Source: an optimization exercise on an open RTL-to-GDS flow (aim: small area, a short achievable clock period and few clock cycles). Production flows keep margins and buffers that such runs may drop.
Only simulation tests tie the RTL to the original design; equivalence was not proved.
No activity file was given, so power comes from the tool's default toggle rates.

## flow/design.v

```verilog
module magnitude(
    input  logic [16:0] in,
    input  logic [3:1]  nz,
    output logic [15:0] out
);
    logic [3:0] g;            
    logic       below;
    always_comb begin
        g = {nz, 1'b0};
        for (int i = 0; i < 16; i++) begin
            below = g[i / 4];
            for (int j = 4 * (i / 4); j < i; j++) below = below | in[j];
            out[i] = in[i] ^ (in[16] & below);
        end
    end
endmodule
module mul_tree(
    input  logic [15:0] a,
    input  logic [15:0] b,
    output logic [32:0] ra,
    output logic [32:0] rb
);
    wire one0 = b[0] ^ 1'b0;
    wire two0 = (b[1] & ~b[0] & ~1'b0) | (~b[1] & b[0] & 1'b0);
    wire neg0 = b[1] & ~(b[0] & 1'b0);
    wire pp0_0 = ((one0 & a[0]) | (two0 & 1'b0)) ^ neg0;
    wire pp0_1 = ((one0 & a[1]) | (two0 & a[0])) ^ neg0;
    wire pp0_2 = ((one0 & a[2]) | (two0 & a[1])) ^ neg0;
    wire pp0_3 = ((one0 & a[3]) | (two0 & a[2])) ^ neg0;
    wire pp0_4 = ((one0 & a[4]) | (two0 & a[3])) ^ neg0;
    wire pp0_5 = ((one0 & a[5]) | (two0 & a[4])) ^ neg0;
    wire pp0_6 = ((one0 & a[6]) | (two0 & a[5])) ^ neg0;
    wire pp0_7 = ((one0 & a[7]) | (two0 & a[6])) ^ neg0;
    wire pp0_8 = ((one0 & a[8]) | (two0 & a[7])) ^ neg0;
    wire pp0_9 = ((one0 & a[9]) | (two0 & a[8])) ^ neg0;
    wire pp0_10 = ((one0 & a[10]) | (two0 & a[9])) ^ neg0;
    wire pp0_11 = ((one0 & a[11]) | (two0 & a[10])) ^ neg0;
    wire pp0_12 = ((one0 & a[12]) | (two0 & a[11])) ^ neg0;
    wire pp0_13 = ((one0 & a[13]) | (two0 & a[12])) ^ neg0;
    wire pp0_14 = ((one0 & a[14]) | (two0 & a[13])) ^ neg0;
    wire pp0_15 = ((one0 & a[15]) | (two0 & a[14])) ^ neg0;
    wire pp0_16 = ((one0 & 1'b0) | (two0 & a[15])) ^ neg0;
    wire one1 = b[2] ^ b[1];
    wire two1 = (b[3] & ~b[2] & ~b[1]) | (~b[3] & b[2] & b[1]);
    wire neg1 = b[3] & ~(b[2] & b[1]);
    wire pp1_0 = ((one1 & a[0]) | (two1 & 1'b0)) ^ neg1;
    wire pp1_1 = ((one1 & a[1]) | (two1 & a[0])) ^ neg1;
    wire pp1_2 = ((one1 & a[2]) | (two1 & a[1])) ^ neg1;
    wire pp1_3 = ((one1 & a[3]) | (two1 & a[2])) ^ neg1;
    wire pp1_4 = ((one1 & a[4]) | (two1 & a[3])) ^ neg1;
    wire pp1_5 = ((one1 & a[5]) | (two1 & a[4])) ^ neg1;
    wire pp1_6 = ((one1 & a[6]) | (two1 & a[5])) ^ neg1;
    wire pp1_7 = ((one1 & a[7]) | (two1 & a[6])) ^ neg1;
    wire pp1_8 = ((one1 & a[8]) | (two1 & a[7])) ^ neg1;
    wire pp1_9 = ((one1 & a[9]) | (two1 & a[8])) ^ neg1;
    wire pp1_10 = ((one1 & a[10]) | (two1 & a[9])) ^ neg1;
    wire pp1_11 = ((one1 & a[11]) | (two1 & a[10])) ^ neg1;
    wire pp1_12 = ((one1 & a[12]) | (two1 & a[11])) ^ neg1;
    wire pp1_13 = ((one1 & a[13]) | (two1 & a[12])) ^ neg1;
    wire pp1_14 = ((one1 & a[14]) | (two1 & a[13])) ^ neg1;
    wire pp1_15 = ((one1 & a[15]) | (two1 & a[14])) ^ neg1;
    wire pp1_16 = ((one1 & 1'b0) | (two1 & a[15])) ^ neg1;
    wire one2 = b[4] ^ b[3];
    wire two2 = (b[5] & ~b[4] & ~b[3]) | (~b[5] & b[4] & b[3]);
    wire neg2 = b[5] & ~(b[4] & b[3]);
    wire pp2_0 = ((one2 & a[0]) | (two2 & 1'b0)) ^ neg2;
    wire pp2_1 = ((one2 & a[1]) | (two2 & a[0])) ^ neg2;
    wire pp2_2 = ((one2 & a[2]) | (two2 & a[1])) ^ neg2;
    wire pp2_3 = ((one2 & a[3]) | (two2 & a[2])) ^ neg2;
    wire pp2_4 = ((one2 & a[4]) | (two2 & a[3])) ^ neg2;
    wire pp2_5 = ((one2 & a[5]) | (two2 & a[4])) ^ neg2;
    wire pp2_6 = ((one2 & a[6]) | (two2 & a[5])) ^ neg2;
    wire pp2_7 = ((one2 & a[7]) | (two2 & a[6])) ^ neg2;
    wire pp2_8 = ((one2 & a[8]) | (two2 & a[7])) ^ neg2;
    wire pp2_9 = ((one2 & a[9]) | (two2 & a[8])) ^ neg2;
    wire pp2_10 = ((one2 & a[10]) | (two2 & a[9])) ^ neg2;
    wire pp2_11 = ((one2 & a[11]) | (two2 & a[10])) ^ neg2;
    wire pp2_12 = ((one2 & a[12]) | (two2 & a[11])) ^ neg2;
    wire pp2_13 = ((one2 & a[13]) | (two2 & a[12])) ^ neg2;
    wire pp2_14 = ((one2 & a[14]) | (two2 & a[13])) ^ neg2;
    wire pp2_15 = ((one2 & a[15]) | (two2 & a[14])) ^ neg2;
    wire pp2_16 = ((one2 & 1'b0) | (two2 & a[15])) ^ neg2;
    wire one3 = b[6] ^ b[5];
    wire two3 = (b[7] & ~b[6] & ~b[5]) | (~b[7] & b[6] & b[5]);
    wire neg3 = b[7] & ~(b[6] & b[5]);
    wire pp3_0 = ((one3 & a[0]) | (two3 & 1'b0)) ^ neg3;
    wire pp3_1 = ((one3 & a[1]) | (two3 & a[0])) ^ neg3;
    wire pp3_2 = ((one3 & a[2]) | (two3 & a[1])) ^ neg3;
    wire pp3_3 = ((one3 & a[3]) | (two3 & a[2])) ^ neg3;
    wire pp3_4 = ((one3 & a[4]) | (two3 & a[3])) ^ neg3;
    wire pp3_5 = ((one3 & a[5]) | (two3 & a[4])) ^ neg3;
    wire pp3_6 = ((one3 & a[6]) | (two3 & a[5])) ^ neg3;
    wire pp3_7 = ((one3 & a[7]) | (two3 & a[6])) ^ neg3;
    wire pp3_8 = ((one3 & a[8]) | (two3 & a[7])) ^ neg3;
    wire pp3_9 = ((one3 & a[9]) | (two3 & a[8])) ^ neg3;
    wire pp3_10 = ((one3 & a[10]) | (two3 & a[9])) ^ neg3;
    wire pp3_11 = ((one3 & a[11]) | (two3 & a[10])) ^ neg3;
    wire pp3_12 = ((one3 & a[12]) | (two3 & a[11])) ^ neg3;
    wire pp3_13 = ((one3 & a[13]) | (two3 & a[12])) ^ neg3;
    wire pp3_14 = ((one3 & a[14]) | (two3 & a[13])) ^ neg3;
    wire pp3_15 = ((one3 & a[15]) | (two3 & a[14])) ^ neg3;
    wire pp3_16 = ((one3 & 1'b0) | (two3 & a[15])) ^ neg3;
    wire one4 = b[8] ^ b[7];
    wire two4 = (b[9] & ~b[8] & ~b[7]) | (~b[9] & b[8] & b[7]);
    wire neg4 = b[9] & ~(b[8] & b[7]);
    wire pp4_0 = ((one4 & a[0]) | (two4 & 1'b0)) ^ neg4;
    wire pp4_1 = ((one4 & a[1]) | (two4 & a[0])) ^ neg4;
    wire pp4_2 = ((one4 & a[2]) | (two4 & a[1])) ^ neg4;
    wire pp4_3 = ((one4 & a[3]) | (two4 & a[2])) ^ neg4;
    wire pp4_4 = ((one4 & a[4]) | (two4 & a[3])) ^ neg4;
    wire pp4_5 = ((one4 & a[5]) | (two4 & a[4])) ^ neg4;
    wire pp4_6 = ((one4 & a[6]) | (two4 & a[5])) ^ neg4;
    wire pp4_7 = ((one4 & a[7]) | (two4 & a[6])) ^ neg4;
    wire pp4_8 = ((one4 & a[8]) | (two4 & a[7])) ^ neg4;
    wire pp4_9 = ((one4 & a[9]) | (two4 & a[8])) ^ neg4;
    wire pp4_10 = ((one4 & a[10]) | (two4 & a[9])) ^ neg4;
    wire pp4_11 = ((one4 & a[11]) | (two4 & a[10])) ^ neg4;
    wire pp4_12 = ((one4 & a[12]) | (two4 & a[11])) ^ neg4;
    wire pp4_13 = ((one4 & a[13]) | (two4 & a[12])) ^ neg4;
    wire pp4_14 = ((one4 & a[14]) | (two4 & a[13])) ^ neg4;
    wire pp4_15 = ((one4 & a[15]) | (two4 & a[14])) ^ neg4;
    wire pp4_16 = ((one4 & 1'b0) | (two4 & a[15])) ^ neg4;
    wire one5 = b[10] ^ b[9];
    wire two5 = (b[11] & ~b[10] & ~b[9]) | (~b[11] & b[10] & b[9]);
    wire neg5 = b[11] & ~(b[10] & b[9]);
    wire pp5_0 = ((one5 & a[0]) | (two5 & 1'b0)) ^ neg5;
    wire pp5_1 = ((one5 & a[1]) | (two5 & a[0])) ^ neg5;
    wire pp5_2 = ((one5 & a[2]) | (two5 & a[1])) ^ neg5;
    wire pp5_3 = ((one5 & a[3]) | (two5 & a[2])) ^ neg5;
    wire pp5_4 = ((one5 & a[4]) | (two5 & a[3])) ^ neg5;
    wire pp5_5 = ((one5 & a[5]) | (two5 & a[4])) ^ neg5;
    wire pp5_6 = ((one5 & a[6]) | (two5 & a[5])) ^ neg5;
    wire pp5_7 = ((one5 & a[7]) | (two5 & a[6])) ^ neg5;
    wire pp5_8 = ((one5 & a[8]) | (two5 & a[7])) ^ neg5;
    wire pp5_9 = ((one5 & a[9]) | (two5 & a[8])) ^ neg5;
    wire pp5_10 = ((one5 & a[10]) | (two5 & a[9])) ^ neg5;
    wire pp5_11 = ((one5 & a[11]) | (two5 & a[10])) ^ neg5;
    wire pp5_12 = ((one5 & a[12]) | (two5 & a[11])) ^ neg5;
    wire pp5_13 = ((one5 & a[13]) | (two5 & a[12])) ^ neg5;
    wire pp5_14 = ((one5 & a[14]) | (two5 & a[13])) ^ neg5;
    wire pp5_15 = ((one5 & a[15]) | (two5 & a[14])) ^ neg5;
    wire pp5_16 = ((one5 & 1'b0) | (two5 & a[15])) ^ neg5;
    wire one6 = b[12] ^ b[11];
    wire two6 = (b[13] & ~b[12] & ~b[11]) | (~b[13] & b[12] & b[11]);
    wire neg6 = b[13] & ~(b[12] & b[11]);
    wire pp6_0 = ((one6 & a[0]) | (two6 & 1'b0)) ^ neg6;
    wire pp6_1 = ((one6 & a[1]) | (two6 & a[0])) ^ neg6;
    wire pp6_2 = ((one6 & a[2]) | (two6 & a[1])) ^ neg6;
    wire pp6_3 = ((one6 & a[3]) | (two6 & a[2])) ^ neg6;
    wire pp6_4 = ((one6 & a[4]) | (two6 & a[3])) ^ neg6;
    wire pp6_5 = ((one6 & a[5]) | (two6 & a[4])) ^ neg6;
    wire pp6_6 = ((one6 & a[6]) | (two6 & a[5])) ^ neg6;
    wire pp6_7 = ((one6 & a[7]) | (two6 & a[6])) ^ neg6;
    wire pp6_8 = ((one6 & a[8]) | (two6 & a[7])) ^ neg6;
    wire pp6_9 = ((one6 & a[9]) | (two6 & a[8])) ^ neg6;
    wire pp6_10 = ((one6 & a[10]) | (two6 & a[9])) ^ neg6;
    wire pp6_11 = ((one6 & a[11]) | (two6 & a[10])) ^ neg6;
    wire pp6_12 = ((one6 & a[12]) | (two6 & a[11])) ^ neg6;
    wire pp6_13 = ((one6 & a[13]) | (two6 & a[12])) ^ neg6;
    wire pp6_14 = ((one6 & a[14]) | (two6 & a[13])) ^ neg6;
    wire pp6_15 = ((one6 & a[15]) | (two6 & a[14])) ^ neg6;
    wire pp6_16 = ((one6 & 1'b0) | (two6 & a[15])) ^ neg6;
    wire one7 = b[14] ^ b[13];
    wire two7 = (b[15] & ~b[14] & ~b[13]) | (~b[15] & b[14] & b[13]);
    wire neg7 = b[15] & ~(b[14] & b[13]);
    wire pp7_0 = ((one7 & a[0]) | (two7 & 1'b0)) ^ neg7;
    wire pp7_1 = ((one7 & a[1]) | (two7 & a[0])) ^ neg7;
    wire pp7_2 = ((one7 & a[2]) | (two7 & a[1])) ^ neg7;
    wire pp7_3 = ((one7 & a[3]) | (two7 & a[2])) ^ neg7;
    wire pp7_4 = ((one7 & a[4]) | (two7 & a[3])) ^ neg7;
    wire pp7_5 = ((one7 & a[5]) | (two7 & a[4])) ^ neg7;
    wire pp7_6 = ((one7 & a[6]) | (two7 & a[5])) ^ neg7;
    wire pp7_7 = ((one7 & a[7]) | (two7 & a[6])) ^ neg7;
    wire pp7_8 = ((one7 & a[8]) | (two7 & a[7])) ^ neg7;
    wire pp7_9 = ((one7 & a[9]) | (two7 & a[8])) ^ neg7;
    wire pp7_10 = ((one7 & a[10]) | (two7 & a[9])) ^ neg7;
    wire pp7_11 = ((one7 & a[11]) | (two7 & a[10])) ^ neg7;
    wire pp7_12 = ((one7 & a[12]) | (two7 & a[11])) ^ neg7;
    wire pp7_13 = ((one7 & a[13]) | (two7 & a[12])) ^ neg7;
    wire pp7_14 = ((one7 & a[14]) | (two7 & a[13])) ^ neg7;
    wire pp7_15 = ((one7 & a[15]) | (two7 & a[14])) ^ neg7;
    wire pp7_16 = ((one7 & 1'b0) | (two7 & a[15])) ^ neg7;
    wire one8 = 1'b0 ^ b[15];
    wire two8 = (1'b0 & ~1'b0 & ~b[15]) | (~1'b0 & 1'b0 & b[15]);
    wire neg8 = 1'b0 & ~(1'b0 & b[15]);
    wire pp8_0 = ((one8 & a[0]) | (two8 & 1'b0)) ^ neg8;
    wire pp8_1 = ((one8 & a[1]) | (two8 & a[0])) ^ neg8;
    wire pp8_2 = ((one8 & a[2]) | (two8 & a[1])) ^ neg8;
    wire pp8_3 = ((one8 & a[3]) | (two8 & a[2])) ^ neg8;
    wire pp8_4 = ((one8 & a[4]) | (two8 & a[3])) ^ neg8;
    wire pp8_5 = ((one8 & a[5]) | (two8 & a[4])) ^ neg8;
    wire pp8_6 = ((one8 & a[6]) | (two8 & a[5])) ^ neg8;
    wire pp8_7 = ((one8 & a[7]) | (two8 & a[6])) ^ neg8;
    wire pp8_8 = ((one8 & a[8]) | (two8 & a[7])) ^ neg8;
    wire pp8_9 = ((one8 & a[9]) | (two8 & a[8])) ^ neg8;
    wire pp8_10 = ((one8 & a[10]) | (two8 & a[9])) ^ neg8;
    wire pp8_11 = ((one8 & a[11]) | (two8 & a[10])) ^ neg8;
    wire pp8_12 = ((one8 & a[12]) | (two8 & a[11])) ^ neg8;
    wire pp8_13 = ((one8 & a[13]) | (two8 & a[12])) ^ neg8;
    wire pp8_14 = ((one8 & a[14]) | (two8 & a[13])) ^ neg8;
    wire pp8_15 = ((one8 & a[15]) | (two8 & a[14])) ^ neg8;
    wire pp8_16 = ((one8 & 1'b0) | (two8 & a[15])) ^ neg8;
    wire hs0 = pp0_16 ^ pp1_14;
    wire hc0 = pp0_16 & pp1_14;
    wire fs1 = ~neg0 ^ pp1_15 ^ pp2_13;
    wire fc1 = (~neg0 & pp1_15) | (~neg0 & pp2_13) | (pp1_15 & pp2_13);
    wire hs2 = pp1_16 ^ pp2_14;
    wire hc2 = pp1_16 & pp2_14;
    wire hs3 = pp0_10 ^ pp1_8;
    wire hc3 = pp0_10 & pp1_8;
    wire hs4 = pp0_11 ^ pp1_9;
    wire hc4 = pp0_11 & pp1_9;
    wire fs5 = pp0_12 ^ pp1_10 ^ pp2_8;
    wire fc5 = (pp0_12 & pp1_10) | (pp0_12 & pp2_8) | (pp1_10 & pp2_8);
    wire hs6 = pp3_6 ^ pp4_4;
    wire hc6 = pp3_6 & pp4_4;
    wire fs7 = pp0_13 ^ pp1_11 ^ pp2_9;
    wire fc7 = (pp0_13 & pp1_11) | (pp0_13 & pp2_9) | (pp1_11 & pp2_9);
    wire hs8 = pp3_7 ^ pp4_5;
    wire hc8 = pp3_7 & pp4_5;
    wire fs9 = pp0_14 ^ pp1_12 ^ pp2_10;
    wire fc9 = (pp0_14 & pp1_12) | (pp0_14 & pp2_10) | (pp1_12 & pp2_10);
    wire fs10 = pp3_8 ^ pp4_6 ^ pp5_4;
    wire fc10 = (pp3_8 & pp4_6) | (pp3_8 & pp5_4) | (pp4_6 & pp5_4);
    wire hs11 = pp6_2 ^ pp7_0;
    wire hc11 = pp6_2 & pp7_0;
    wire fs12 = pp0_15 ^ pp1_13 ^ pp2_11;
    wire fc12 = (pp0_15 & pp1_13) | (pp0_15 & pp2_11) | (pp1_13 & pp2_11);
    wire fs13 = pp3_9 ^ pp4_7 ^ pp5_5;
    wire fc13 = (pp3_9 & pp4_7) | (pp3_9 & pp5_5) | (pp4_7 & pp5_5);
    wire hs14 = pp6_3 ^ pp7_1;
    wire hc14 = pp6_3 & pp7_1;
    wire fs15 = pp2_12 ^ pp3_10 ^ pp4_8;
    wire fc15 = (pp2_12 & pp3_10) | (pp2_12 & pp4_8) | (pp3_10 & pp4_8);
    wire fs16 = pp5_6 ^ pp6_4 ^ pp7_2;
    wire fc16 = (pp5_6 & pp6_4) | (pp5_6 & pp7_2) | (pp6_4 & pp7_2);
    wire fs17 = pp8_0 ^ neg8 ^ hs0;
    wire fc17 = (pp8_0 & neg8) | (pp8_0 & hs0) | (neg8 & hs0);
    wire fs18 = pp3_11 ^ pp4_9 ^ pp5_7;
    wire fc18 = (pp3_11 & pp4_9) | (pp3_11 & pp5_7) | (pp4_9 & pp5_7);
    wire fs19 = pp6_5 ^ pp7_3 ^ pp8_1;
    wire fc19 = (pp6_5 & pp7_3) | (pp6_5 & pp8_1) | (pp7_3 & pp8_1);
    wire fs20 = 1'b1 ^ fs1 ^ hc0;
    wire fc20 = (1'b1 & fs1) | (1'b1 & hc0) | (fs1 & hc0);
    wire fs21 = pp3_12 ^ pp4_10 ^ pp5_8;
    wire fc21 = (pp3_12 & pp4_10) | (pp3_12 & pp5_8) | (pp4_10 & pp5_8);
    wire fs22 = pp6_6 ^ pp7_4 ^ pp8_2;
    wire fc22 = (pp6_6 & pp7_4) | (pp6_6 & pp8_2) | (pp7_4 & pp8_2);
    wire fs23 = 1'b1 ^ hs2 ^ fc1;
    wire fc23 = (1'b1 & hs2) | (1'b1 & fc1) | (hs2 & fc1);
    wire fs24 = ~neg1 ^ pp2_15 ^ pp3_13;
    wire fc24 = (~neg1 & pp2_15) | (~neg1 & pp3_13) | (pp2_15 & pp3_13);
    wire fs25 = pp4_11 ^ pp5_9 ^ pp6_7;
    wire fc25 = (pp4_11 & pp5_9) | (pp4_11 & pp6_7) | (pp5_9 & pp6_7);
    wire fs26 = pp7_5 ^ pp8_3 ^ hc2;
    wire fc26 = (pp7_5 & pp8_3) | (pp7_5 & hc2) | (pp8_3 & hc2);
    wire fs27 = pp2_16 ^ pp3_14 ^ pp4_12;
    wire fc27 = (pp2_16 & pp3_14) | (pp2_16 & pp4_12) | (pp3_14 & pp4_12);
    wire fs28 = pp5_10 ^ pp6_8 ^ pp7_6;
    wire fc28 = (pp5_10 & pp6_8) | (pp5_10 & pp7_6) | (pp6_8 & pp7_6);
    wire hs29 = pp8_4 ^ 1'b1;
    wire hc29 = pp8_4 & 1'b1;
    wire fs30 = ~neg2 ^ pp3_15 ^ pp4_13;
    wire fc30 = (~neg2 & pp3_15) | (~neg2 & pp4_13) | (pp3_15 & pp4_13);
    wire fs31 = pp5_11 ^ pp6_9 ^ pp7_7;
    wire fc31 = (pp5_11 & pp6_9) | (pp5_11 & pp7_7) | (pp6_9 & pp7_7);
    wire fs32 = pp3_16 ^ pp4_14 ^ pp5_12;
    wire fc32 = (pp3_16 & pp4_14) | (pp3_16 & pp5_12) | (pp4_14 & pp5_12);
    wire hs33 = pp6_10 ^ pp7_8;
    wire hc33 = pp6_10 & pp7_8;
    wire fs34 = ~neg3 ^ pp4_15 ^ pp5_13;
    wire fc34 = (~neg3 & pp4_15) | (~neg3 & pp5_13) | (pp4_15 & pp5_13);
    wire hs35 = pp4_16 ^ pp5_14;
    wire hc35 = pp4_16 & pp5_14;
    wire hs36 = pp0_6 ^ pp1_4;
    wire hc36 = pp0_6 & pp1_4;
    wire hs37 = pp0_7 ^ pp1_5;
    wire hc37 = pp0_7 & pp1_5;
    wire fs38 = pp0_8 ^ pp1_6 ^ pp2_4;
    wire fc38 = (pp0_8 & pp1_6) | (pp0_8 & pp2_4) | (pp1_6 & pp2_4);
    wire hs39 = pp3_2 ^ pp4_0;
    wire hc39 = pp3_2 & pp4_0;
    wire fs40 = pp0_9 ^ pp1_7 ^ pp2_5;
    wire fc40 = (pp0_9 & pp1_7) | (pp0_9 & pp2_5) | (pp1_7 & pp2_5);
    wire hs41 = pp3_3 ^ pp4_1;
    wire hc41 = pp3_3 & pp4_1;
    wire fs42 = pp2_6 ^ pp3_4 ^ pp4_2;
    wire fc42 = (pp2_6 & pp3_4) | (pp2_6 & pp4_2) | (pp3_4 & pp4_2);
    wire fs43 = pp5_0 ^ neg5 ^ hs3;
    wire fc43 = (pp5_0 & neg5) | (pp5_0 & hs3) | (neg5 & hs3);
    wire fs44 = pp2_7 ^ pp3_5 ^ pp4_3;
    wire fc44 = (pp2_7 & pp3_5) | (pp2_7 & pp4_3) | (pp3_5 & pp4_3);
    wire fs45 = pp5_1 ^ hs4 ^ hc3;
    wire fc45 = (pp5_1 & hs4) | (pp5_1 & hc3) | (hs4 & hc3);
    wire fs46 = pp5_2 ^ pp6_0 ^ neg6;
    wire fc46 = (pp5_2 & pp6_0) | (pp5_2 & neg6) | (pp6_0 & neg6);
    wire fs47 = fs5 ^ hs6 ^ hc4;
    wire fc47 = (fs5 & hs6) | (fs5 & hc4) | (hs6 & hc4);
    wire fs48 = pp5_3 ^ pp6_1 ^ fs7;
    wire fc48 = (pp5_3 & pp6_1) | (pp5_3 & fs7) | (pp6_1 & fs7);
    wire fs49 = hs8 ^ fc5 ^ hc6;
    wire fc49 = (hs8 & fc5) | (hs8 & hc6) | (fc5 & hc6);
    wire fs50 = neg7 ^ fs9 ^ fs10;
    wire fc50 = (neg7 & fs9) | (neg7 & fs10) | (fs9 & fs10);
    wire fs51 = hs11 ^ fc7 ^ hc8;
    wire fc51 = (hs11 & fc7) | (hs11 & hc8) | (fc7 & hc8);
    wire fs52 = fs12 ^ fs13 ^ hs14;
    wire fc52 = (fs12 & fs13) | (fs12 & hs14) | (fs13 & hs14);
    wire fs53 = fc9 ^ fc10 ^ hc11;
    wire fc53 = (fc9 & fc10) | (fc9 & hc11) | (fc10 & hc11);
    wire fs54 = fs15 ^ fs16 ^ fs17;
    wire fc54 = (fs15 & fs16) | (fs15 & fs17) | (fs16 & fs17);
    wire fs55 = fc12 ^ fc13 ^ hc14;
    wire fc55 = (fc12 & fc13) | (fc12 & hc14) | (fc13 & hc14);
    wire fs56 = fs18 ^ fs19 ^ fs20;
    wire fc56 = (fs18 & fs19) | (fs18 & fs20) | (fs19 & fs20);
    wire fs57 = fc15 ^ fc16 ^ fc17;
    wire fc57 = (fc15 & fc16) | (fc15 & fc17) | (fc16 & fc17);
    wire fs58 = fs21 ^ fs22 ^ fs23;
    wire fc58 = (fs21 & fs22) | (fs21 & fs23) | (fs22 & fs23);
    wire fs59 = fc18 ^ fc19 ^ fc20;
    wire fc59 = (fc18 & fc19) | (fc18 & fc20) | (fc19 & fc20);
    wire fs60 = fs24 ^ fs25 ^ fs26;
    wire fc60 = (fs24 & fs25) | (fs24 & fs26) | (fs25 & fs26);
    wire fs61 = fc21 ^ fc22 ^ fc23;
    wire fc61 = (fc21 & fc22) | (fc21 & fc23) | (fc22 & fc23);
    wire fs62 = fs27 ^ fs28 ^ hs29;
    wire fc62 = (fs27 & fs28) | (fs27 & hs29) | (fs28 & hs29);
    wire fs63 = fc24 ^ fc25 ^ fc26;
    wire fc63 = (fc24 & fc25) | (fc24 & fc26) | (fc25 & fc26);
    wire fs64 = pp8_5 ^ fs30 ^ fs31;
    wire fc64 = (pp8_5 & fs30) | (pp8_5 & fs31) | (fs30 & fs31);
    wire fs65 = fc27 ^ fc28 ^ hc29;
    wire fc65 = (fc27 & fc28) | (fc27 & hc29) | (fc28 & hc29);
    wire fs66 = pp8_6 ^ 1'b1 ^ fs32;
    wire fc66 = (pp8_6 & 1'b1) | (pp8_6 & fs32) | (1'b1 & fs32);
    wire fs67 = hs33 ^ fc30 ^ fc31;
    wire fc67 = (hs33 & fc30) | (hs33 & fc31) | (fc30 & fc31);
    wire fs68 = pp6_11 ^ pp7_9 ^ pp8_7;
    wire fc68 = (pp6_11 & pp7_9) | (pp6_11 & pp8_7) | (pp7_9 & pp8_7);
    wire fs69 = fs34 ^ fc32 ^ hc33;
    wire fc69 = (fs34 & fc32) | (fs34 & hc33) | (fc32 & hc33);
    wire fs70 = pp6_12 ^ pp7_10 ^ pp8_8;
    wire fc70 = (pp6_12 & pp7_10) | (pp6_12 & pp8_8) | (pp7_10 & pp8_8);
    wire fs71 = 1'b1 ^ hs35 ^ fc34;
    wire fc71 = (1'b1 & hs35) | (1'b1 & fc34) | (hs35 & fc34);
    wire fs72 = ~neg4 ^ pp5_15 ^ pp6_13;
    wire fc72 = (~neg4 & pp5_15) | (~neg4 & pp6_13) | (pp5_15 & pp6_13);
    wire fs73 = pp7_11 ^ pp8_9 ^ hc35;
    wire fc73 = (pp7_11 & pp8_9) | (pp7_11 & hc35) | (pp8_9 & hc35);
    wire fs74 = pp5_16 ^ pp6_14 ^ pp7_12;
    wire fc74 = (pp5_16 & pp6_14) | (pp5_16 & pp7_12) | (pp6_14 & pp7_12);
    wire hs75 = pp8_10 ^ 1'b1;
    wire hc75 = pp8_10 & 1'b1;
    wire fs76 = ~neg5 ^ pp6_15 ^ pp7_13;
    wire fc76 = (~neg5 & pp6_15) | (~neg5 & pp7_13) | (pp6_15 & pp7_13);
    wire hs77 = pp6_16 ^ pp7_14;
    wire hc77 = pp6_16 & pp7_14;
    wire hs78 = pp0_4 ^ pp1_2;
    wire hc78 = pp0_4 & pp1_2;
    wire hs79 = pp0_5 ^ pp1_3;
    wire hc79 = pp0_5 & pp1_3;
    wire fs80 = pp2_2 ^ pp3_0 ^ neg3;
    wire fc80 = (pp2_2 & pp3_0) | (pp2_2 & neg3) | (pp3_0 & neg3);
    wire fs81 = pp2_3 ^ pp3_1 ^ hs37;
    wire fc81 = (pp2_3 & pp3_1) | (pp2_3 & hs37) | (pp3_1 & hs37);
    wire fs82 = neg4 ^ fs38 ^ hs39;
    wire fc82 = (neg4 & fs38) | (neg4 & hs39) | (fs38 & hs39);
    wire fs83 = fs40 ^ hs41 ^ fc38;
    wire fc83 = (fs40 & hs41) | (fs40 & fc38) | (hs41 & fc38);
    wire fs84 = fs42 ^ fs43 ^ fc40;
    wire fc84 = (fs42 & fs43) | (fs42 & fc40) | (fs43 & fc40);
    wire fs85 = fs44 ^ fs45 ^ fc42;
    wire fc85 = (fs44 & fs45) | (fs44 & fc42) | (fs45 & fc42);
    wire fs86 = fs46 ^ fs47 ^ fc44;
    wire fc86 = (fs46 & fs47) | (fs46 & fc44) | (fs47 & fc44);
    wire fs87 = fs48 ^ fs49 ^ fc46;
    wire fc87 = (fs48 & fs49) | (fs48 & fc46) | (fs49 & fc46);
    wire fs88 = fs50 ^ fs51 ^ fc48;
    wire fc88 = (fs50 & fs51) | (fs50 & fc48) | (fs51 & fc48);
    wire fs89 = fs52 ^ fs53 ^ fc50;
    wire fc89 = (fs52 & fs53) | (fs52 & fc50) | (fs53 & fc50);
    wire fs90 = fs54 ^ fs55 ^ fc52;
    wire fc90 = (fs54 & fs55) | (fs54 & fc52) | (fs55 & fc52);
    wire fs91 = fs56 ^ fs57 ^ fc54;
    wire fc91 = (fs56 & fs57) | (fs56 & fc54) | (fs57 & fc54);
    wire fs92 = fs58 ^ fs59 ^ fc56;
    wire fc92 = (fs58 & fs59) | (fs58 & fc56) | (fs59 & fc56);
    wire fs93 = fs60 ^ fs61 ^ fc58;
    wire fc93 = (fs60 & fs61) | (fs60 & fc58) | (fs61 & fc58);
    wire fs94 = fs62 ^ fs63 ^ fc60;
    wire fc94 = (fs62 & fs63) | (fs62 & fc60) | (fs63 & fc60);
    wire fs95 = fs64 ^ fs65 ^ fc62;
    wire fc95 = (fs64 & fs65) | (fs64 & fc62) | (fs65 & fc62);
    wire fs96 = fs66 ^ fs67 ^ fc64;
    wire fc96 = (fs66 & fs67) | (fs66 & fc64) | (fs67 & fc64);
    wire fs97 = fs68 ^ fs69 ^ fc66;
    wire fc97 = (fs68 & fs69) | (fs68 & fc66) | (fs69 & fc66);
    wire fs98 = fs70 ^ fs71 ^ fc68;
    wire fc98 = (fs70 & fs71) | (fs70 & fc68) | (fs71 & fc68);
    wire fs99 = fs72 ^ fs73 ^ fc70;
    wire fc99 = (fs72 & fs73) | (fs72 & fc70) | (fs73 & fc70);
    wire fs100 = fs74 ^ hs75 ^ fc72;
    wire fc100 = (fs74 & hs75) | (fs74 & fc72) | (hs75 & fc72);
    wire fs101 = pp8_11 ^ fs76 ^ fc74;
    wire fc101 = (pp8_11 & fs76) | (pp8_11 & fc74) | (fs76 & fc74);
    wire fs102 = pp8_12 ^ 1'b1 ^ hs77;
    wire fc102 = (pp8_12 & 1'b1) | (pp8_12 & hs77) | (1'b1 & hs77);
    wire fs103 = ~neg6 ^ pp7_15 ^ pp8_13;
    wire fc103 = (~neg6 & pp7_15) | (~neg6 & pp8_13) | (pp7_15 & pp8_13);
    wire hs104 = pp7_16 ^ pp8_14;
    wire hc104 = pp7_16 & pp8_14;
    wire hs105 = pp0_2 ^ pp1_0;
    wire hc105 = pp0_2 & pp1_0;
    wire hs106 = pp0_3 ^ pp1_1;
    wire hc106 = pp0_3 & pp1_1;
    wire fs107 = pp2_0 ^ neg2 ^ hs78;
    wire fc107 = (pp2_0 & neg2) | (pp2_0 & hs78) | (neg2 & hs78);
    wire fs108 = pp2_1 ^ hs79 ^ hc78;
    wire fc108 = (pp2_1 & hs79) | (pp2_1 & hc78) | (hs79 & hc78);
    wire fs109 = hs36 ^ fs80 ^ hc79;
    wire fc109 = (hs36 & fs80) | (hs36 & hc79) | (fs80 & hc79);
    wire fs110 = hc36 ^ fs81 ^ fc80;
    wire fc110 = (hc36 & fs81) | (hc36 & fc80) | (fs81 & fc80);
    wire fs111 = hc37 ^ fs82 ^ fc81;
    wire fc111 = (hc37 & fs82) | (hc37 & fc81) | (fs82 & fc81);
    wire fs112 = hc39 ^ fs83 ^ fc82;
    wire fc112 = (hc39 & fs83) | (hc39 & fc82) | (fs83 & fc82);
    wire fs113 = hc41 ^ fs84 ^ fc83;
    wire fc113 = (hc41 & fs84) | (hc41 & fc83) | (fs84 & fc83);
    wire fs114 = fc43 ^ fs85 ^ fc84;
    wire fc114 = (fc43 & fs85) | (fc43 & fc84) | (fs85 & fc84);
    wire fs115 = fc45 ^ fs86 ^ fc85;
    wire fc115 = (fc45 & fs86) | (fc45 & fc85) | (fs86 & fc85);
    wire fs116 = fc47 ^ fs87 ^ fc86;
    wire fc116 = (fc47 & fs87) | (fc47 & fc86) | (fs87 & fc86);
    wire fs117 = fc49 ^ fs88 ^ fc87;
    wire fc117 = (fc49 & fs88) | (fc49 & fc87) | (fs88 & fc87);
    wire fs118 = fc51 ^ fs89 ^ fc88;
    wire fc118 = (fc51 & fs89) | (fc51 & fc88) | (fs89 & fc88);
    wire fs119 = fc53 ^ fs90 ^ fc89;
    wire fc119 = (fc53 & fs90) | (fc53 & fc89) | (fs90 & fc89);
    wire fs120 = fc55 ^ fs91 ^ fc90;
    wire fc120 = (fc55 & fs91) | (fc55 & fc90) | (fs91 & fc90);
    wire fs121 = fc57 ^ fs92 ^ fc91;
    wire fc121 = (fc57 & fs92) | (fc57 & fc91) | (fs92 & fc91);
    wire fs122 = fc59 ^ fs93 ^ fc92;
    wire fc122 = (fc59 & fs93) | (fc59 & fc92) | (fs93 & fc92);
    wire fs123 = fc61 ^ fs94 ^ fc93;
    wire fc123 = (fc61 & fs94) | (fc61 & fc93) | (fs94 & fc93);
    wire fs124 = fc63 ^ fs95 ^ fc94;
    wire fc124 = (fc63 & fs95) | (fc63 & fc94) | (fs95 & fc94);
    wire fs125 = fc65 ^ fs96 ^ fc95;
    wire fc125 = (fc65 & fs96) | (fc65 & fc95) | (fs96 & fc95);
    wire fs126 = fc67 ^ fs97 ^ fc96;
    wire fc126 = (fc67 & fs97) | (fc67 & fc96) | (fs97 & fc96);
    wire fs127 = fc69 ^ fs98 ^ fc97;
    wire fc127 = (fc69 & fs98) | (fc69 & fc97) | (fs98 & fc97);
    wire fs128 = fc71 ^ fs99 ^ fc98;
    wire fc128 = (fc71 & fs99) | (fc71 & fc98) | (fs99 & fc98);
    wire fs129 = fc73 ^ fs100 ^ fc99;
    wire fc129 = (fc73 & fs100) | (fc73 & fc99) | (fs100 & fc99);
    wire fs130 = hc75 ^ fs101 ^ fc100;
    wire fc130 = (hc75 & fs101) | (hc75 & fc100) | (fs101 & fc100);
    wire fs131 = fc76 ^ fs102 ^ fc101;
    wire fc131 = (fc76 & fs102) | (fc76 & fc101) | (fs102 & fc101);
    wire fs132 = hc77 ^ fs103 ^ fc102;
    wire fc132 = (hc77 & fs103) | (hc77 & fc102) | (fs103 & fc102);
    wire fs133 = 1'b1 ^ hs104 ^ fc103;
    wire fc133 = (1'b1 & hs104) | (1'b1 & fc103) | (hs104 & fc103);
    wire fs134 = ~neg7 ^ pp8_15 ^ hc104;
    wire fc134 = (~neg7 & pp8_15) | (~neg7 & hc104) | (pp8_15 & hc104);
    wire hs135 = pp8_16 ^ 1'b1;
    wire hc135 = pp8_16 & 1'b1;
    assign ra = {hs135, fs134, fs133, fs132, fs131, fs130, fs129, fs128, fs127, fs126, fs125, fs124, fs123, fs122, fs121, fs120, fs119, fs118, fs117, fs116, fs115, fs114, fs113, fs112, fs111, fs110, fs109, fs108, fs107, hs106, neg1, pp0_1, pp0_0};
    assign rb = {fc134, fc133, fc132, fc131, fc130, fc129, fc128, fc127, fc126, fc125, fc124, fc123, fc122, fc121, fc120, fc119, fc118, fc117, fc116, fc115, fc114, fc113, fc112, fc111, fc110, fc109, fc108, fc107, hc106, hc105, hs105, 1'b0, neg0};
endmodule
module fir_filter(
    input  logic        clk,
    input  logic        n_rst,
    input  logic        start_sample,    
    input  logic        start_load,      
    input  logic [15:0] new_sample,      
    input  logic [63:0] coeff_regs,      
    output logic        busy,
    output logic        err,
    output logic [16:0] r_q,             
    output logic [3:1]  nz_q             
);
    logic [15:0] x0, x1, x2;             
    logic [15:0] f0, f1, f2, f3;         
    logic [16:0] q3;                     
    logic [16:0] qd;                     
    logic        e1, e2;                 
    logic [3:0]  s1;                     
    logic [3:0]  s2;                     
    logic        ld;                     
    logic [15:0] ma, mb;
    logic [32:0] ra, rb;                 
    logic [32:0] pa, pb;                 
    assign x0 = new_sample;
    always_comb begin
        ma = s1[1] ? x1 : (s1[2] ? x2 : x0);
        mb = ({16{s1[0]}} & f0) | ({16{s1[3]}} & f1) | ({16{s1[1]}} & f2) | ({16{s1[2]}} & f3);
    end
    mul_tree tree(.a(ma), .b(mb), .ra(ra), .rb(rb));
    always_ff @(posedge clk) begin
        pa <= ra;
        pb <= rb;
    end
    logic [14:0] lo;
    logic        c15;
    logic [16:0] xs;
    assign {c15, lo} = {1'b0, pa[14:0]} + {1'b0, pb[14:0]};
    assign xs = pa[31:15] + pb[31:15] + {16'd0, c15};
    wire e0 = xs[16];
    logic [17:0] ea, eb, na, nq3;
    logic [17:0] s1a, c1a, s2a, c2a;
    logic [17:0] t3, t4;
    always_comb begin
        ea  = pa[32:15];
        eb  = pb[32:15];
        if (s2[3])           na = ~{2'b00, qd[16] ? 16'd0 : qd[15:0]};
        else if (s2[0] & ~e1) na = ~{qd[16], qd};
        else                 na = '1;
        nq3 = ~{2'b00, q3[15:0]};
        s1a = ea ^ eb ^ na;
        c1a = {((ea[16:0] & eb[16:0]) | (ea[16:0] & na[16:0]) | (eb[16:0] & na[16:0])), c15};
        t3  = s1a + c1a + 18'd1;
        s2a = s1a ^ c1a ^ nq3;
        c2a = {((s1a[16:0] & c1a[16:0]) | (s1a[16:0] & nq3[16:0]) | (c1a[16:0] & nq3[16:0])), 1'b1};
        t4  = s2a + c2a + 18'd1;
    end
    logic        ovf3, ovf4, e_next;
    logic [16:0] r;
    logic [3:1]  nz3, nz4, nz;
    always_comb begin
        ovf3 = ~e2 & ~t3[17] & t3[16];
        ovf4 = t4[17] & ~t4[16];
        nz3 = {|t3[11:0], |t3[7:0], |t3[3:0]};
        nz4 = {|t4[11:0], |t4[7:0], |t4[3:0]};
        e_next = 1'b1;
        if (e0) begin
            r = 17'd0;
            nz = 3'd0;
        end else if (e1 | e2 | ovf3 | q3[16]) begin
            r = t3[16:0];
            nz = nz3;
        end else begin
            r = t4[16:0];
            nz = nz4;
            e_next = ovf4;
        end
    end
    wire acc = s2[0];
    always_ff @(posedge clk, negedge n_rst) begin
        if (!n_rst) begin
            x1 <= '0; x2 <= '0;
            f0 <= '0; f1 <= '0; f2 <= '0; f3 <= '0;
            q3 <= '0; qd <= '0; e1 <= 1'b0; e2 <= 1'b0;
            s1 <= '0; s2 <= '0; ld <= 1'b0;
            busy <= 1'b0; err <= 1'b0; r_q <= '0; nz_q <= '0;
        end else begin
            if (start_sample) begin
                x1 <= x0;
                x2 <= x1;
            end
            if (start_load) begin
                f0 <= coeff_regs[15:0];
                f1 <= coeff_regs[31:16];
                f2 <= coeff_regs[47:32];
                f3 <= coeff_regs[63:48];
            end
            if (s2[1]) qd <= t3[16:0];
            if (s2[2]) q3 <= t3[16:0];
            if (s2[3]) begin
                qd <= t3[16:0];
                e1 <= e0;
                e2 <= qd[16];
            end
            if (acc) begin
                r_q <= r;
                nz_q <= nz;
                err <= e_next;
            end else if (start_load) begin
                err <= 1'b0;
            end
            if (start_sample)    s1 <= 4'b0001;
            else if (start_load) s1 <= 4'b0010;
            else                 s1 <= {s1[2:0], 1'b0};
            s2 <= s1;
            if (start_sample)    ld <= 1'b0;
            else if (start_load) ld <= 1'b1;
            busy <= start_sample | start_load | (~ld & s1[0]) | (ld & (s1[1] | s1[2] | s1[3]));
        end
    end
endmodule
module ahb_lite_fir_filter(
    input logic clk,
    input logic n_rst,
    input logic hsel,
    input logic [3:0] haddr,
    input logic hsize,
    input logic [1:0] htrans,
    input logic hwrite,
    input logic [15:0] hwdata,
    output logic [15:0] hrdata,
    output logic hresp
);
    logic        wr_q;           
    logic [3:0]  a_q;
    logic        sz_q;
    logic [13:4][7:0] regs;      
    logic [7:1]  reg14;          
    logic        busy, err;
    logic [15:0] fir_out;
    logic [16:0] r_q;
    logic [3:1]  nz_q;
    logic [13:4] be;
    assign hresp = hsel & ((hwrite & ((haddr <= 4'd3) | (haddr == 4'd15)))
                         | (~hwrite & (haddr == 4'd15)));
    always_comb begin
        for (int i = 4; i <= 13; i++)
            be[i] = wr_q & (a_q[3:1] == i[3:1]) & (sz_q | (a_q[0] == i[0]));
    end
    wire be14 = wr_q & (a_q == 4'd14);
    wire start_sample = be[4] | be[5];
    wire start_load = be14 & hwdata[0];
    always_ff @(posedge clk, negedge n_rst) begin
        if (!n_rst) begin
            wr_q <= 1'b0;
            a_q <= '0;
            sz_q <= 1'b0;
            for (int i = 4; i <= 13; i++) regs[i] <= '0;
            reg14 <= '0;
        end else begin
            wr_q <= hsel & (htrans != 2'b00) & hwrite & ~hresp;
            a_q <= haddr;
            sz_q <= hsize;
            for (int i = 4; i <= 13; i++)
                if (be[i]) regs[i] <= i[0] ? hwdata[15:8] : hwdata[7:0];
            if (be14) reg14 <= hwdata[0] ? 7'd0 : hwdata[7:1];
        end
    end
    magnitude mag_u(.in(r_q), .nz(nz_q), .out(fir_out));
    logic [7:0] rb [0:15];
    always_comb begin
        rb[0] = {7'd0, busy};
        rb[1] = {7'd0, err};
        rb[2] = fir_out[7:0];
        rb[3] = fir_out[15:8];
        for (int i = 4; i <= 13; i++) rb[i] = regs[i];
        rb[14] = {reg14, 1'b0};
        rb[15] = 8'd0;
        hrdata[15:8] = (a_q == 4'd14 || (!sz_q && !a_q[0])) ? 8'd0 : rb[{a_q[3:1], 1'b1}];
        hrdata[7:0]  = (!sz_q && a_q[0]) ? 8'd0 : rb[{a_q[3:1], 1'b0}];
    end
    fir_filter filt(
        .clk(clk), .n_rst(n_rst),
        .start_sample(start_sample), .start_load(start_load),
        .new_sample({regs[5], regs[4]}),
        .coeff_regs({regs[13], regs[12], regs[11], regs[10], regs[9], regs[8], regs[7], regs[6]}),
        .busy(busy), .err(err), .r_q(r_q), .nz_q(nz_q)
    );
endmodule
```

## flow/flow/run.sh

```bash
#!/bin/bash
set -euo pipefail
bash standard.sh \
    "BUFFER_PORTS_ARGS=-buffer_cell sky130_fd_sc_hd__buf_2" \
    MATCH_CELL_FOOTPRINT=0 \
    SETUP_SLACK_MARGIN=5.2 \
    finish > orfs_make.log 2>&1
```

## flow/standard.sh

```bash
#!/bin/bash
# synth_recipe.tcl (not shown) runs the flow's synth.tcl, then flattens the netlist and writes it again
# the make line also repeats each setting of config.mk as NAME=value (left out here)
make -C /OpenROAD-flow-scripts/flow DESIGN_CONFIG=/design/flow/config.mk WORK_HOME=/design/flow/orfs CLKGATE_MAP_FILE= SYNTH_SCRIPT=/design/flow/synth_recipe.tcl "${@:-finish}"
```

## flow/config.mk

```make
export PLATFORM = sky130hd
export DESIGN_NAME = ahb_lite_fir_filter
export DESIGN_NICKNAME = ahb_lite_fir_filter
export VERILOG_FILES = /design/flow/design.v
export SDC_FILE = /design/flow/constraint.sdc
export NUM_CORES = 4
export LEC_CHECK = 0
export ABC_AREA = 1
export CAP_MARGIN = 30
export CORE_MARGIN = 2
export CORE_UTILIZATION = 55
export CTS_CLUSTER_DIAMETER = 100
export CTS_CLUSTER_SIZE = 25
export SETUP_SLACK_MARGIN = 5
export SLEW_MARGIN = 30
export TNS_END_PERCENT = 100
```

## flow/constraint.sdc

```tcl
create_clock -name core_clock -period 10.0 [get_ports {clk}]
set_input_delay 2.0000 -clock core_clock [delete_from_list [all_inputs] [get_ports {clk}]]
set_output_delay 2.0000 -clock core_clock [all_outputs]
set_load 0.01 [all_outputs]
```

==> results.cfg, run 1 <==
[worst_setup_path]
cp_slowest_stage_delay_ns = 0.39
reg2reg_to = filt.pa[14]
path_buf_inv = 2
crit_path_top_delay_cell = or3b_4
cpLargestDelayFamily = simple AND/OR/NAND/NOR gates
cp.required_ns = 8.00
worstPathArrival_ns = 2.78
ff2ff_path_depth = 15
crit_chain = buf_6, or3b_4, a21boi_2, buf_2
crit_path_start_kind = input port
r2r_start = filt.s1[1]
r2r_slack_ns = 5.40
cp-end-kind = output pin
crit_type = input port to output pin
path_max_fanout = 3

[synthesis]
synthXorXnorAreaFrac_pct = 6.83
synth_nets = 2798
synth_area_per_cell_um2 = 8.55
muxShareOfSynthArea_pct = 0.728
synth_edf_count = 0
synth_ff_type = dfrtp_1
yosysSeqAreaShare_pct = 35.5
synthAdderAreaFrac_pct = 18.4
synthCells = 2535
synth.distinct_cells = 63
synth_compound_area_share_pct = 15.5
async_reset_ff_share_pct = 80.0
synth-simple-area-share_pct = 13.5
ys_ff_latch = 320
synth_top_family_by_area = adder cells
syn_area_mm2 = 0.0217
yosysWarnings = 4

[routing]
drc_errors = 0
route.met2.wl_mm = 26.7
route.vias.total = 17300
highest_layer = met5
final_antenna_net_count = 0
first_pass_iters = 7
drtIter0Drc = 1600
wl_mm = 59.1
met3_length_mm = 3.62
wl_per_cell_um = 19.1
via_per_inst = 5.60
met1_length_mm = 26.8

[grt]
grt_pass1_vias = 17300
grt_max_degree = 111
grt_first_pass_wirelength_mm = 95.0
antenna_found_initial = 0
grt.total_usage_pct = 29.3
grt.overflow.total = 0

[worst_hold_path]
worstHoldPathCells = 2
hold_path.class = flip-flop to flip-flop
holdPathEnd = filt.e2
hp-start = filt.e2

[die]
fp.dieH_um = 202
start_util_pct = 55.9
num_io_pins = 44
die_area_mm2 = 0.0410
rows = 72
core_mm2 = 0.0387
die_x_um = 202

[sta]
min_period_ns = 4.78
max_freq_mhz = 209
clock_skew_ns = 0.0484
drv_slew = 0
finalCritPeriodShare_pct = 47.8
maxSlewHeadroom_pct = 33.0
rsz0062_at_grt = yes
hold_viol = 0
setup_viol = 0
fin_tns_setup_ns = 0
tightest_slew_ns = 1.00

[cts]
cts_tree = built
clockRootBuffer = clkbuf_16
clk_latency_ns = 0.57
htreeDepth = 1
clk_pin_slew_ns = 0.10
clockBufferDepth = 3
cts_buffers = 18
clock_sinks = 320

[pwr]
p_per_area_mw_per_mm2 = 314
total_power_mw = 7.36
vdd_drop_max_mv = 0.261
power.leakage_nw = 12.1

[placement]
gp_congestion = 0.946
dp_hpwl_mm = 44.6
port_buffers = 43

[job]
cap_violations = 0

[cells_and_area]
nNetsFinal = 2829
syn2layout_area_growth_pct = 8.24
drive_gt1_share_pct = 10.4
diodes = 0

[status]
outcome = finished clean
[power by group]
part           internal (mW)  switching [mW]
Combinational           1.59            3.03
Sequential              1.65           0.257
Clock                  0.371           0.467
[cell families (layout without fill, tap and decap cells)]
logic type,count (synthesis),count (layout)
simple gates,697,697
flops,320,320
compound gates,574,574
buf+inv,525,568
xor+xnor,169,169
fa+ha+maj,236,236
mux,14,14
[flip-flops by register name, summed over array words and instances (netlist names), 17 cells and up]
name      count
filt.pa      32
filt.pb      32
filt.q3      17
filt.qd      17
filt.r_q     17
regs         80
[cells in the mapped netlist, types with 17 or more instances]
| cell | count | area, µm² |
|---|---|---|
| a21oi_1 | 92 | 460 |
| a22o_1 | 17 | 149 |
| buf_2 | 40 | 200 |
| clkbuf_1 | 55 | 206 |
| dfrtp_1 | 256 | 6410 |
| dfxtp_1 | 64 | 1280 |
| fa_1 | 137 | 2740 |
| ha_1 | 99 | 1240 |
| inv_1 | 398 | 1490 |
| inv_2 | 18 | 67.6 |
| nand2_1 | 453 | 1700 |
| nand3_1 | 51 | 255 |
| nand4_1 | 27 | 169 |
| nor2_1 | 120 | 450 |
| o21ai_0 | 218 | 1090 |
| o21ai_1 | 39 | 195 |
| o21ai_2 | 18 | 158 |
| o22ai_1 | 141 | 882 |
| xor2_1 | 159 | 1390 |
[worst max path at each step]
stage / slack (ns) / cells past startpoint / endpoint / start
global route: 5.15 / 22 / filt.nz_q[3] / filt.s2[0]
CTS: 5.17 / 14 / filt.pa[17] / filt.s1[1]
global placement: 5.06 / 14 / filt.pa[17] / filt.s1[2]
detailed placement: 5.00 / 14 / filt.pa[17] / filt.s1[2]
finish: 5.22 / 4 / hresp / haddr[2]
floorplan: 5.28 / 2 / hresp / haddr[3]
[tightest hold or removal path, delay by kind of cell (launching register included)]
family	cells	cell delay, ns
AND/OR/NAND/NOR	2	0.10
flip-flops	1	0.35
[stage by stage]
| step | setup WS, ns | hold WS [ns] | cell area (µm²) | utilization [%] | std cells |
|---|---|---|---|---|---|
| finish | 5.22 | 0.483 | 23400 | 60.5 | 3096 |
| global route | 5.15 | 0.502 | 23400 | 60.5 | 3096 |
| CTS | 5.17 | 0.486 | 23000 | 59.3 | 3056 |
| detailed placement | 5.00 | 0.460 | 22300 | 57.5 | 3019 |
| global placement | 5.06 | 0.454 | 22300 | 57.5 | 3019 |
| floorplan | 5.28 | 0.349 | 21700 | - | 2535 |
[layer usage]
layer | vias to the layer above | track usage (%)
met1 | 8328 | 42.2
li1 | 8244 | -
met2 | 635 | 46.8
met3 | 114 | 3.40
met4 | 2 | 9.05
met5 | - | 0.595
[placed cells by master (no fill, tap or decap), types with 92 or more instances in the layout]
cell     count
a21oi_1     92
inv_1      385
nor2_1     117
dfrtp_1    251
ha_1        98
o21ai_0    217
xor2_1     157
nand2_1    447
o22ai_1    141
fa_1       137
[repair_timing]
action                     CTS  global route
hold buffers                 0             0
resized for setup           12            37
pin swaps                    1             7
setup buffers                5            38
cloned                       0             2
setup endpoints to repair   20            37
[layout make-up]
cell class / instances / area (µm²)
inverter: 418 / 1620
fill: 3560 / 15300
multi-input combinational: 1690 / 12000
sequential: 320 / 7700
clock buffer: 27 / 505
clock inverter: 5 / 85.1
timing repair inverter: 2 / 10.0
timing repair buffer: 116 / 833
tap: 518 / 648
Testbench counts, summed over its fixed seeds: cycles 2,696.
==> inputs of run 2 (changes only) <==
--- a/flow/flow/run.sh
+++ b/flow/flow/run.sh
@@ -5,3 +5,3 @@
     MATCH_CELL_FOOTPRINT=0 \
-    SETUP_SLACK_MARGIN=5.2 \
+    SETUP_SLACK_MARGIN=5.3 \
     finish > orfs_make.log 2>&1
==> run 2 against run 1 <==
  * Core utilization grew 0.24 points
  * Clock-buffer cell count shrank 7
  * Synthesized cell count is the same
  * Still clean on timing, DRC and antenna
  * Highest routed layer is now met4
==> results.cfg, run 2 <==
[worst_setup_path]
worstPathArrival_ns = 2.78
cp_slowest_stage_delay_ns = 0.38
crit_path_top_delay_cell = or3b_4
cp-end-kind = output pin
crit_type = input port to output pin
cp.required_ns = 8.00
cpLargestDelayFamily = simple AND/OR/NAND/NOR gates
path_buf_inv = 2
crit_path_start_kind = input port
path_max_fanout = 3
crit_chain = buf_6, or3b_4, a21boi_2, buf_2

[synthesis]
yosysMostFrequentCell = nand2_1
yosys.area.top_type_share_pct = 29.6
synthCells = 2535
ys_ff_latch = 320
synth.distinct_cells = 63
yosysSeqAreaShare_pct = 35.5
syn_area_mm2 = 0.0217
synth_ff_type = dfrtp_1
netlist_top_cells_count = nand2_1 (453), inv_1 (398), dfrtp_1 (256)
async_reset_ff_share_pct = 80.0
synth_area_per_cell_um2 = 8.55
yosys.area.top_type = dfrtp_1
yosysWarnings = 4
synth.area.top_cells = dfrtp_1 (30%), fa_1 (13%), nand2_1 (7.8%)
synth_nets = 2798
synth_edf_count = 0

[routing]
wl_per_cell_um = 19.4
route.vias.total = 17300
drtIter0Drc = 1515
first_pass_iters = 7
final_antenna_net_count = 0
drc_errors = 0
via_per_inst = 5.58
wl_mm = 60.0

[sta]
setup_viol = 0
fin_tns_setup_ns = 0
min_period_ns = 4.78
finalCritPeriodShare_pct = 47.8
tightest_slew_ns = 1.00
drv_slew = 0
maxSlewHeadroom_pct = 33.2
max_freq_mhz = 209
clock_skew_ns = 0.0229
hold_viol = 0
rsz0062_at_grt = yes

[cells_and_area]
diodes = 0
drive_gt1_share_pct = 10.9
nNetsFinal = 2835
largest_register = regs
n_fill_cell = 3505
final_area_mm2 = 0.0235
largest_reg_flops = 80
layout_commonest_cell = nand2_1
largestRegisters = regs x80, filt.pa x32, filt.pb x32
syn2layout_area_growth_pct = 8.66
stdcell_count = 3096
final_cell_mix = nand2_1 (447), inv_1 (384), dfrtp_1 (251)

[cts]
cts_tree = built
clockBufferDepth = 3
cts_hold_buf = 0
clockRootBuffer = clkbuf_16
htreeDepth = 1
clk_latency_ns = 0.54
cts_buffers = 17
clock_sinks = 320
clk_pin_slew_ns = 0.10

[pwr]
power.leakage_nw = 12.2
p_per_area_mw_per_mm2 = 311
total_power_mw = 7.33
vdd_drop_max_mv = 0.230

[placement]
placed_cells = 3017
port_buffers = 43
gp_congestion = 0.917
dp_hpwl_mm = 44.4
placed_area_mm2 = 0.0223

[job]
cap_violations = 0

[die]
num_io_pins = 44
die_area_mm2 = 0.0410
start_util_pct = 55.9
rows = 72
die_x_um = 202
core_mm2 = 0.0387
fp.dieH_um = 202

[worst_hold_path]
hold_path.class = flip-flop to flip-flop

[grt]
grt_pass1_vias = 17400
grt.overflow.total = 0
grt_first_pass_wirelength_mm = 95.8
antenna_found_initial = 0
grt.total_usage_pct = 29.8
grt_max_degree = 114

[status]
outcome = finished clean
==> run 2: changes by cell type in the layout (fill, tap and decap cells not counted), moves of 2 or more <==
cell / change
bufinv_16: +3
clkbuf_16: -2
buf_12: -2
o21ai_2: -2
clkbuf_1: -5
nor2_2: -2
o21ai_4: +4
buf_4: +6
nor2_4: +3
==> run 2: per-stage QoR <==
stage               setup slack (ns)  utilization, %  hold slack (ns)
finish                          5.22            60.8            0.480
global route                    5.20            60.8            0.509
detailed placement              4.69            57.5            0.460
global placement                4.81            57.5            0.454
floorplan                       5.33               -            0.349
CTS                             5.25            59.5            0.484
==> run 2: final cells by class <==
type                            instances  area [µm²]  share of cell area, %
Clock buffer                           20         437                   1.86
Clock inverter                          5         110                  0.468
Inverter                              418        1620                   6.89
Multi-Input combinational cell       1690       12100                   51.5
Sequential cell                       320        7700                   32.7
Tap cell                              518         648                   2.75
Timing Repair Buffer                  123         892                   3.79
Timing Repair inverter                  2        10.0                 0.0425
==> run 2: timing repair <==
action	4_1_cts	5_1_grt
setup buffers	14	37
resized for setup	30	38
endpoints found under the setup margin	36	40
gates cloned	0	2
pin swaps	4	11
==> run 2: per-layer routing <==
metal	vias up	GRT usage, %	share of wire, %	routed length (µm)
met5	-	0	0	0
li1	8239	-	-	-
met4	0	8.84	2.8	1710
met2	580	47.8	46	27500
met3	96	3.61	6.0	3590
met1	8353	42.6	45	27100
==> run 2: path summary, 6_finish.rpt <==
kind                       slack [ns]  depth (start not counted)   startpoint            to
max                              5.22                          4     haddr[2]         hresp
min                              0.48                          2  filt.x2[11]   filt.x2[11]
max reg2reg                      5.48                         13   filt.s1[1]   filt.pa[17]
min reg2reg                      0.48                          2  filt.x2[11]   filt.x2[11]
max in group asynchronous        7.21                          3        n_rst  filt.r_q[16]
min in group asynchronous        1.30                          1        n_rst    filt.qd[2]
==> run 2: report_power, final <==
part | internal, mW | total [mW] | leakage (nW) | switching [mW]
Sequential | 1.65 | 1.90 | 3.64 | 0.254
Combinational | 1.59 | 4.59 | 8.26 | 3.01
Clock | 0.396 | 0.834 | 0.264 | 0.438
==> run 2: cells by family (layout without fill, tap and decap cells) <==
group / Yosys count / in the layout / share of synthesized area [%]
compound gates: 574 / 574 / 15.5
xor+xnor: 169 / 169 / 6.83
fa+ha+maj: 236 / 236 / 18.4
flops: 320 / 320 / 35.5
buf+inv: 525 / 568 / 9.61
simple gates: 697 / 697 / 13.5
mux: 14 / 14 / 0.728
==> run 2: worst min-delay path: cells and delay by family, from the launching register on <==
kind / cells / cell delay, ns
and+or+nand+nor: 2 / 0.09
DFF: 1 / 0.36
==> inputs of run 3 (changes only) <==
==> flow/flow/run.sh (replaced) <==
#!/bin/bash
set -euo pipefail
bash standard.sh \
    "BUFFER_PORTS_ARGS=-buffer_cell sky130_fd_sc_hd__buf_1" \
    MATCH_CELL_FOOTPRINT=0 \
    SETUP_SLACK_MARGIN=5.3 \
    finish > orfs_make.log 2>&1
==> run 3 against run 2 <==
  * Register-to-register slack lost 0.04 ns
  * Critical endpoint unchanged
  * Critical path type unchanged
  * Non-clock buffer count grew 15
  * Design area grew 0.99%
  * Cell count grew 0.68%
==> results.cfg, run 3 <==
[routing]
via_per_inst = 5.63
first_pass_iters = 6
drc_errors = 0
met3_length_mm = 3.62
highest_layer = met4
route.met2.wl_mm = 27.9
route.vias.total = 17600
met1_length_mm = 27.6
drtIter0Drc = 1566
final_antenna_net_count = 0
wl_mm = 60.7
wl_per_cell_um = 19.5

[sta]
maxSlewHeadroom_pct = 31.9
min_period_ns = 4.78
setup_viol = 0
drv_slew = 0
clock_skew_ns = 0.0496
finalCritPeriodShare_pct = 47.8
fin_tns_setup_ns = 0
tightest_slew_ns = 1.02
max_freq_mhz = 209
hold_viol = 0
rsz0062_at_grt = yes

[synthesis]
async_reset_ff_share_pct = 80.0
synth_ff_type = dfrtp_1
ys_ff_latch = 320
synth_edf_count = 0
synth_nets = 2798
netlist_top_cells_count = nand2_1 (453), inv_1 (398), dfrtp_1 (256)
syn_area_mm2 = 0.0217
synthCells = 2535
synth.area.top_cells = dfrtp_1 (30%), fa_1 (13%), nand2_1 (7.8%)
synth.distinct_cells = 63
yosys.area.top_type = dfrtp_1
yosysSeqAreaShare_pct = 35.5
yosysMostFrequentCell = nand2_1
yosysWarnings = 4
synth_area_per_cell_um2 = 8.55
yosys.area.top_type_share_pct = 29.6

[cts]
cts_buffers = 18
clk_latency_ns = 0.57
htreeDepth = 1
clockRootBuffer = clkbuf_16
clk_pin_slew_ns = 0.10
clock_sinks = 320
cts_hold_buf = 0
clockBufferDepth = 3
cts_tree = built

[cells_and_area]
layout_commonest_cell = nand2_1
final_area_mm2 = 0.0238
nNetsFinal = 2850
drive_gt1_share_pct = 10.0
diodes = 0
largest_reg_flops = 80
largestRegisters = regs x80, filt.pa x32, filt.pb x32
syn2layout_area_growth_pct = 9.74
largest_register = regs
final_cell_mix = nand2_1 (447), inv_1 (384), dfrtp_1 (251)

[die]
die_x_um = 202
start_util_pct = 55.9
num_io_pins = 44
rows = 72
die_area_mm2 = 0.0410
fp.dieH_um = 202
core_mm2 = 0.0387

[grt]
grt_max_degree = 144
grt.total_usage_pct = 29.9
grt_pass1_vias = 17200
grt_first_pass_wirelength_mm = 96.4
grt.overflow.total = 0
antenna_found_initial = 0

[worst_setup_path]
ff2ff_path_depth = 14
cp-end-kind = output pin
path_max_fanout = 2
cp.required_ns = 8.00
crit_type = input port to output pin
crit_path_start_kind = input port
worstPathArrival_ns = 2.78

[pwr]
vdd_drop_max_mv = 0.285
power.internal_mw = 3.61
p_clk_share_pct = 11.5
p_sw_mw = 3.74
p_per_area_mw_per_mm2 = 309
pwr-share-seq_pct = 25.9
switching_share_pct = 50.9
power.leakage_nw = 12.2
comb_power_share_pct = 62.5

[placement]
gp_congestion = 0.942
dp_hpwl_mm = 44.6
placed_area_mm2 = 0.0223
port_buffers = 43

[job]
cap_violations = 0

[status]
outcome = finished clean

[worst_hold_path]
hold_path.class = flip-flop to flip-flop
worstHoldPathCells = 2
-- run 3: cell counts after synthesis --
No cell type changed its count.
-- run 3: final timing paths --
check                         endpoint  slack, ns         from
setup / recovery                 hresp       5.22     haddr[3]
hold / removal             filt.x2[12]       0.48  filt.x2[12]
setup reg to reg           filt.pa[18]       5.44   filt.s1[1]
hold reg to reg            filt.x2[12]       0.48  filt.x2[12]
max in group asynchronous   filt.qd[3]       7.19        n_rst
min in group asynchronous   filt.x2[5]       1.50        n_rst
-- run 3: per-stage QoR --
| stage | setup WS (ns) | hold WS [ns] | std cells | power, mW | utilization (%) |
|---|---|---|---|---|---|
| after floorplan | 5.33 | 0.349 | 2535 | 5.08 | - |
| after global routing | 5.17 | 0.510 | 3117 | 8.01 | 61.4 |
| after global placement | 4.88 | 0.454 | 3018 | 6.28 | 57.4 |
| after detailed placement | 4.95 | 0.459 | 3019 | 6.36 | 57.5 |
| final | 5.22 | 0.483 | 3117 | 7.35 | 61.4 |
| after CTS | 5.23 | 0.483 | 3068 | 7.25 | 59.6 |
-- run 3: worst max-delay path, cell delays in order --
cell and delay (ns):
buf_6 0.09, or3b_4 0.38, a21boi_2 0.16, buf_2 0.15
-- run 3: cell families after synthesis --
logic type,after synthesis,synth area share (%)
mux,14,0.728
simple gates,697,13.5
fa+ha+maj,236,18.4
flops,320,35.5
compound gates,574,15.5
xor+xnor,169,6.83
buf+inv,525,9.61
-- run 3: layout make-up --
cell class	count	area [µm²]
fill	3462	15000
multi-input combinational	1690	12200
sequential	320	7700
inverter	418	1620
timing repair buffer	138	1040
tap	518	648
clock buffer	27	494
clock inverter	5	91.3
timing repair inverter	1	7.51
-- run 3: repair_timing --
| action | 4_1_cts | 5_1_grt |
|---|---|---|
| setup endpoints to repair | 32 | 44 |
| cloned | 1 | 2 |
| buffers inserted | 16 | 45 |
| pin swaps | 3 | 19 |
| resized for setup | 35 | 48 |
-- run 3: metal layers --
metal	GRT usage [%]	vias up
met2	47.6	582
met4	7.51	0
met3	3.60	99
met1	43.6	8584
li1	-	8294
met5	0	-
-- run 3: power by group through the flow --
stage               Sequential, mW  Combinational [mW]  Clock [mW]
finish                        1.91                4.59       0.847
global route                  1.94                5.15       0.912
CTS                           1.90                4.48       0.870
detailed placement            1.92                4.43           0
global placement              1.91                4.37           0
floorplan                     1.83                3.25           0

[separate check: timing with driven ports]
The flow's constraints put no driver on any port. The routed layouts listed below were extracted and timed again, unchanged, in two steps.
Step 1: set_driving_cell puts a clkbuf_16 on clk and a buf_2 on each other input, an assumption about the parent block.
Step 2 adds t to the input delays and takes it off the output delays; t is the mean of the earliest and latest rising clock arrival at the registers after step 1. Input paths then give back, and output paths get back, about the clock's delay inside the block.
a / b / c = ideal / step 1 / step 2; a / b = the first two.
run | shift t [ns] | setup WS [ns] | worst hold slack (ns) | worst register clock-pin slew, ns | pins driven straight from the clock port
run 1 | 0.609 | 5.217 / 5.185 / 5.185 | 0.483 / 0.483 / 0.483 | 0.11 / 0.11 | 1
run 2 | 0.593 | 5.218 / 5.186 / 5.186 | 0.480 / 0.480 / 0.480 | 0.10 / 0.10 | 1
run 3 | 0.605 | 5.221 / 5.190 / 5.190 | 0.483 / 0.483 / 0.483 | 0.11 / 0.11 | 1
After both steps setup and hold are still met in every run listed.
